This design comes from an exercise in tuning for small area on the open sky130 flow, not from production work. Function was checked by simulation only, so behaviour that the tests miss may differ from the original. Power figures rest on the tool's default switching activity, not on a simulated workload.

Setup of job 2116:
==> flow/design.v <==
module sent_tx(
	input clk,
	input reset,
	input enable,
	input channel_format,  
	input optional_pause,
	input config_bit,
	input [3:0] id_4bit,
	input [7:0] id_8bit,
	input [11:0] data_12bit,
	input [15:0] data_16bit,
	input [7:0] data_short,
	input [2:0] fast_format,
	input [15:0] data_f1,
	input [11:0] data_f2,
	output reg data_pulse,
	output busy
	);
	localparam IDLE = 2'd0;
	localparam SYNC = 2'd1;
	localparam NIB = 2'd2;
	localparam PAUSE = 2'd3;
	function [3:0] crc4_t;
		input [3:0] v;
		integer i;
		begin
			crc4_t = v;
			for (i = 0; i < 4; i = i + 1)
				crc4_t = {crc4_t[2:0], 1'b0} ^ (crc4_t[3] ? 4'b1101 : 4'b0000);
		end
	endfunction
	reg [1:0] tcnt;
	reg ticks;
	always @(posedge clk or posedge reset) begin
		if (reset) begin
			tcnt <= 0;
			ticks <= 0;
		end
		else begin
			tcnt <= tcnt + 1'b1;
			ticks <= (tcnt == 2'd3);
		end
	end
	reg [1:0] state;
	reg pulse_done;
	reg [8:0] fcnt;        
	reg [3:0] pcnt;        
	reg [3:0] nib;         
	reg [2:0] rem;         
	reg [4:0] frame;
	reg ser_fmt;
	reg [7:0] secure_count;
	reg [3:0] crc_fast;
	reg [23:0] fdata;
	reg [11:0] s2;         
	reg [11:0] b3;         
	reg [5:0] crc_ser;     
	assign busy = (state != IDLE);
	wire last = ser_fmt ? (frame == 5'd17) : (frame == 5'd15);
	wire crc_phase = ser_fmt ? (frame < 5'd6) : (frame >= 5'd12);
	wire frame_end = pulse_done && ((state == NIB && rem == 3'd0 && !optional_pause) || state == PAUSE);
	wire frame_start = (state == IDLE && enable) || (frame_end && !last);
	always @(posedge clk or posedge reset) begin
		if (reset) begin
			data_pulse <= 1'b1;
		end
		else if (ticks) begin
			data_pulse <= (state == IDLE) || (pcnt >= 4'd5);
		end
	end
	wire pend = (state == SYNC) ? (fcnt == 9'b101110010) :
		    (state == NIB) ? (pcnt == 4'd11) :
		    (fcnt == 9'b101110111);
	wire nibdec = state == NIB && pcnt == 4'd5 && nib != 4'd0;
	always @(posedge clk) begin
		pulse_done <= ticks && (state != IDLE) && pend;
		if (state == IDLE) pcnt <= 0;
		else if (ticks) begin
			fcnt <= {fcnt[7:0], fcnt[8] ^ fcnt[4]};
			if (pend) pcnt <= 0;
			else if (pcnt != 4'd15 && !nibdec) pcnt <= pcnt + 1'b1;
		end
		if (ticks && nibdec)
			nib <= nib - 1'b1;
		if (frame_start) fcnt <= 9'd1;
		if (state == SYNC && pulse_done)
			nib <= {ser_fmt ? (crc_phase | b3[11]) : (frame == 5'd0),
				crc_phase ? crc_ser[5] : s2[11], 2'b00};
		if (state == NIB && pulse_done && rem != 3'd0)
			nib <= (rem == 3'd1) ? crc_fast : fdata[23:20];
	end
	always @(posedge clk or posedge reset) begin
		if (reset) begin
			state <= IDLE;
			secure_count <= 0;
		end
		else begin
			if (frame_start && fast_format == 3'd3) secure_count <= secure_count + 1'b1;
			case (state)
				IDLE: if (enable) state <= SYNC;
				SYNC: if (pulse_done) state <= NIB;
				NIB: if (pulse_done && rem == 3'd0) begin
					if (optional_pause) state <= PAUSE;
					else if (last) state <= IDLE;
					else begin
						state <= SYNC;
					end
				end
				PAUSE: if (pulse_done) begin
					if (last) state <= IDLE;
					else state <= SYNC;
				end
			endcase
		end
	end
	always @(posedge clk) begin
		if (state == IDLE) begin
			frame <= 0;
			ser_fmt <= channel_format;
		end
		else if (frame_start) frame <= frame + 1'b1;
	end
	always @(posedge clk) begin
		if (frame_start) begin
			crc_fast <= crc4_t(4'b0101);
			case (fast_format)
				3'd1: rem <= 3'd4;
				3'd2: rem <= 3'd5;
				default: rem <= 3'd7;
			endcase
			case (fast_format)
				3'd1: fdata <= {data_f1[11:0], 12'b0};
				3'd2: fdata <= {1'b0, data_f1[11:9], 1'b0, data_f1[8:6], 1'b0, data_f1[5:3], 1'b0, data_f1[2:0], 8'b0};
				3'd3: fdata <= {data_f1[11:0], secure_count, ~data_f1[11:8]};
				3'd4: fdata <= {data_f1[11:0], 12'b0};
				3'd5: fdata <= {data_f1[13:0], data_f2[1:0], data_f2[5:2], data_f2[9:6]};
				3'd6: fdata <= {data_f1[15:0], data_f2[3:0], data_f2[7:4]};
				default: fdata <= {data_f1[11:0], data_f2[3:0], data_f2[7:4], data_f2[11:8]};
			endcase
		end
		else if (state == NIB && pulse_done && rem != 3'd0) begin
			rem <= rem - 1'b1;
			if (rem != 3'd1) begin
				crc_fast <= crc4_t(crc_fast ^ fdata[23:20]);
				fdata <= {fdata[19:0], 4'b0};
			end
		end
	end
	wire calc = ticks && state == SYNC && frame == 5'd0 && pcnt < 4'd12;
	wire [5:0] c6a = {crc_ser[4:0], 1'b0} ^ ((crc_ser[5] ^ s2[11]) ? 6'b011001 : 6'b0);
	wire [5:0] c6b = {c6a[4:0], 1'b0} ^ ((c6a[5] ^ b3[11]) ? 6'b011001 : 6'b0);
	wire [3:0] c4 = {crc_ser[4:2], 1'b0} ^ ((crc_ser[5] ^ s2[11]) ? 4'b1101 : 4'b0);
	always @(posedge clk) begin
		if (state == IDLE && enable) begin
			crc_ser <= channel_format ? 6'b111011 : 6'b001111;
			s2 <= !channel_format ? {id_4bit, data_short} : config_bit ? data_16bit[11:0] : data_12bit;
			b3 <= config_bit ? {1'b0, 1'b1, id_4bit, 1'b0, data_16bit[15:12], 1'b0}
					 : {1'b0, 1'b0, id_8bit[7:4], 1'b0, id_8bit[3:0], 1'b0};
		end
		else if (calc) begin
			s2 <= {s2[10:0], s2[11]};
			b3 <= {b3[10:0], b3[11]};
			crc_ser <= ser_fmt ? c6b : {c4, crc_ser[1:0]};
		end
		else if (state == SYNC && pulse_done) begin
			if (crc_phase) crc_ser <= {crc_ser[4:0], 1'b0};
			else begin
				s2 <= {s2[10:0], s2[11]};
				b3 <= {b3[10:0], b3[11]};
			end
		end
	end
endmodule
clock: 10.0 ns
lec_check: 0
cap_margin: 20
core_margin: 2
core_utilization: 60
slew_margin: 20
standard.sh (not shown) runs the stock make flow with config.mk's settings and CLKGATE_MAP_FILE= SYNTH_SCRIPT=/design/flow/synth_recipe.tcl, a recipe that flattens the netlist after the stock synthesis.
==> flow/flow/run.sh <==
#!/bin/bash
# The standard layout (standard.sh) with three changes:
#  - synthesis maps the logic with the area-oriented ABC script flow/abc_area.script
#    (a copy of ORFS's scripts folder in which only abc_speed.script is replaced);
#  - the port buffers use the smallest buffer cell;
#  - the clock tree uses clkbuf_8 buffers and no dummy loads.
set -euo pipefail
here=$(pwd)
rm -rf "$here/orfs_scripts"
cp -r "$FLOW_HOME/scripts" "$here/orfs_scripts"
cp "$here/flow/abc_area.script" "$here/orfs_scripts/abc_speed.script"
bash standard.sh "SCRIPTS_DIR=$here/orfs_scripts" synth > synth.log 2>&1
bash standard.sh \
  "BUFFER_PORTS_ARGS=-buffer_cell sky130_fd_sc_hd__buf_1" \
  "CTS_ARGS=-sink_clustering_enable -repair_clock_nets -dont_use_dummy_load -buf_list sky130_fd_sc_hd__clkbuf_8 -root_buf sky130_fd_sc_hd__clkbuf_8 -sink_clustering_size 25 -sink_clustering_max_diameter 80" \
  finish > layout.log 2>&1
==> flow/flow/abc_area.script <==
strash
&get -n
&fraig -x
&put
scorr
dc2
strash
&get -n
&dch -f
&nf -R 1000
&put
dnsize -c
diff inputs: job 2116 => job 1307
--- a/flow/flow/run.sh
+++ b/flow/flow/run.sh
@@ -13,4 +13,4 @@
 bash standard.sh \
   "BUFFER_PORTS_ARGS=-buffer_cell sky130_fd_sc_hd__buf_1" \
-  "CTS_ARGS=-sink_clustering_enable -repair_clock_nets -dont_use_dummy_load -buf_list sky130_fd_sc_hd__clkbuf_8 -root_buf sky130_fd_sc_hd__clkbuf_8 -sink_clustering_size 25 -sink_clustering_max_diameter 80" \
+  "CTS_ARGS=-sink_clustering_enable -repair_clock_nets -dont_use_dummy_load -buf_list sky130_fd_sc_hd__clkbuf_8 -root_buf sky130_fd_sc_hd__clkbuf_8" \
   finish > layout.log 2>&1
==> flow/flow/abc_area.script <==
strash
&get -n
&fraig -x
&put
scorr
dc2
strash
&get -n
&dch -f
&nf -R 1000 -p -a
&put
dnsize -c
Results
- Job 1307 ran to completion and came out clean on the timing, design-rule and antenna checks.
- Final routed wirelength across all metal layers is lower on job 2116
- Diff job 2116 -> job 1307 | fmax | up slightly
- The finished layout cell area was comparable across job 1307 and job 2116.
- On global-route usage, the lower figure sits with job 2116, not job 1307.
- Job 2116 and job 1307 ended up with roughly the same total standard cell area after synthesis.
- Proportion of power drawn by the clock network on job 1307 is up relative to job 2116.
- There was hardly any difference in number of slew-limit violations in the final report between job 1307 and job 2116.
- Synthesized-area fraction occupied by adder cells essentially unchanged between job 2116 and job 1307.
- Compared job 1307 against job 2116; full die area within noise.
- Going from job 2116 to job 1307, stage delay of the slowest cell on the critical path shrank by 20 ps, clock slew at the register clock pins of the worst setup and hold paths held steady.
What job 4378 does differently from job 1307 at the input level:
Settings: GPL_ROUTABILITY_DRIVEN now 0, previously not set; SLEW_MARGIN now 0, was 20; GPL_TIMING_DRIVEN now 0, previously not set; CAP_MARGIN now 0, was 20.
==> flow/flow/abc_area.script <==
strash
&get -n
&fraig -x
&put
scorr
dc2
strash
&get -n
&dch -f
&nf -R 1000
&put
dnsize -c
## What came out
The final layout from job 4378, which completed every stage, passed the timing, design-rule and antenna checks at the end of the flow.
On post-route total power, job 4378 and job 1307 are neck and neck.
On clock network fraction of total power, job 4378 tracks job 1307 almost exactly.
Comparing job 1307 with job 4378, the design area came out essentially unchanged.
Row critical path depth: job 4378 lower / job 1307 higher
Complex-gate fraction of the synthesized area: job 4378 < job 1307
Input-level comparison between job 9807 and job 4378:
Settings: GPL_TIMING_DRIVEN no longer set, was 0; GPL_ROUTABILITY_DRIVEN no longer set, was 0; SLEW_MARGIN now 20, was 0; CAP_MARGIN now 20, was 0.
[summary]
Global-route usage across job 4378 and job 9807: no real change.
Layout overhead on the synthesized area, job 4378 and job 9807, lower one = job 4378.
Job 4378 -> job 9807: floorplan die width delta 0, exact match
On first-pass GRT wire length, job 9807 tracks job 4378 almost exactly.
When job 9807 is set beside job 4378, its fmax turns out to be 32 MHz larger.
Between job 4378 and job 9807, the routed wire length is higher for job 4378.
The total power in job 9807 sits 9.6 uW below the value recorded for job 4378.
Cell area | job 9807 vs job 4378 | job 9807 larger
| violation count after the first detailed-routing iteration | job 9807 vs job 4378 | better |

[afterwards: timing with drivers on the ports]
Ports are ideal in the flow. The routed layouts listed here were re-timed in OpenROAD.
Step 1 assumes that a clkbuf_16 drives the clock port and a buf_2 every other input.
Step 2 adds t to the input delays and takes it off the output delays; t is the mean of the earliest and latest rising clock arrival at the registers after step 1. Input paths then give back, and output paths get back, about the clock's delay inside the block.
Slacks: ideal / step 1 / step 2; pairs: ideal / step 1.
run	shift t [ns]	setup slack, ns	hold WS [ns]	latest minus earliest clock arrival (ns)	slew at the worst register clock pin (ns)
job 2116	0.379	5.856 / 5.869 / 5.490	0.452 / 0.452 / 0.452	0.028 / 0.028	0.10 / 0.10
job 1307	0.396	5.917 / 5.930 / 5.533	0.438 / 0.438 / 0.438	0.038 / 0.037	0.11 / 0.11
job 4378	0.376	5.231 / 5.244 / 4.868	0.453 / 0.453 / 0.453	0.034 / 0.034	0.10 / 0.10
job 9807	0.379	5.856 / 5.869 / 5.490	0.452 / 0.452 / 0.452	0.028 / 0.028	0.10 / 0.10
After both steps every run listed still meets setup and hold. The setup slack of job 1307, which loses most, moves by +0.013 ns with the drivers and by -0.384 ns with both steps.
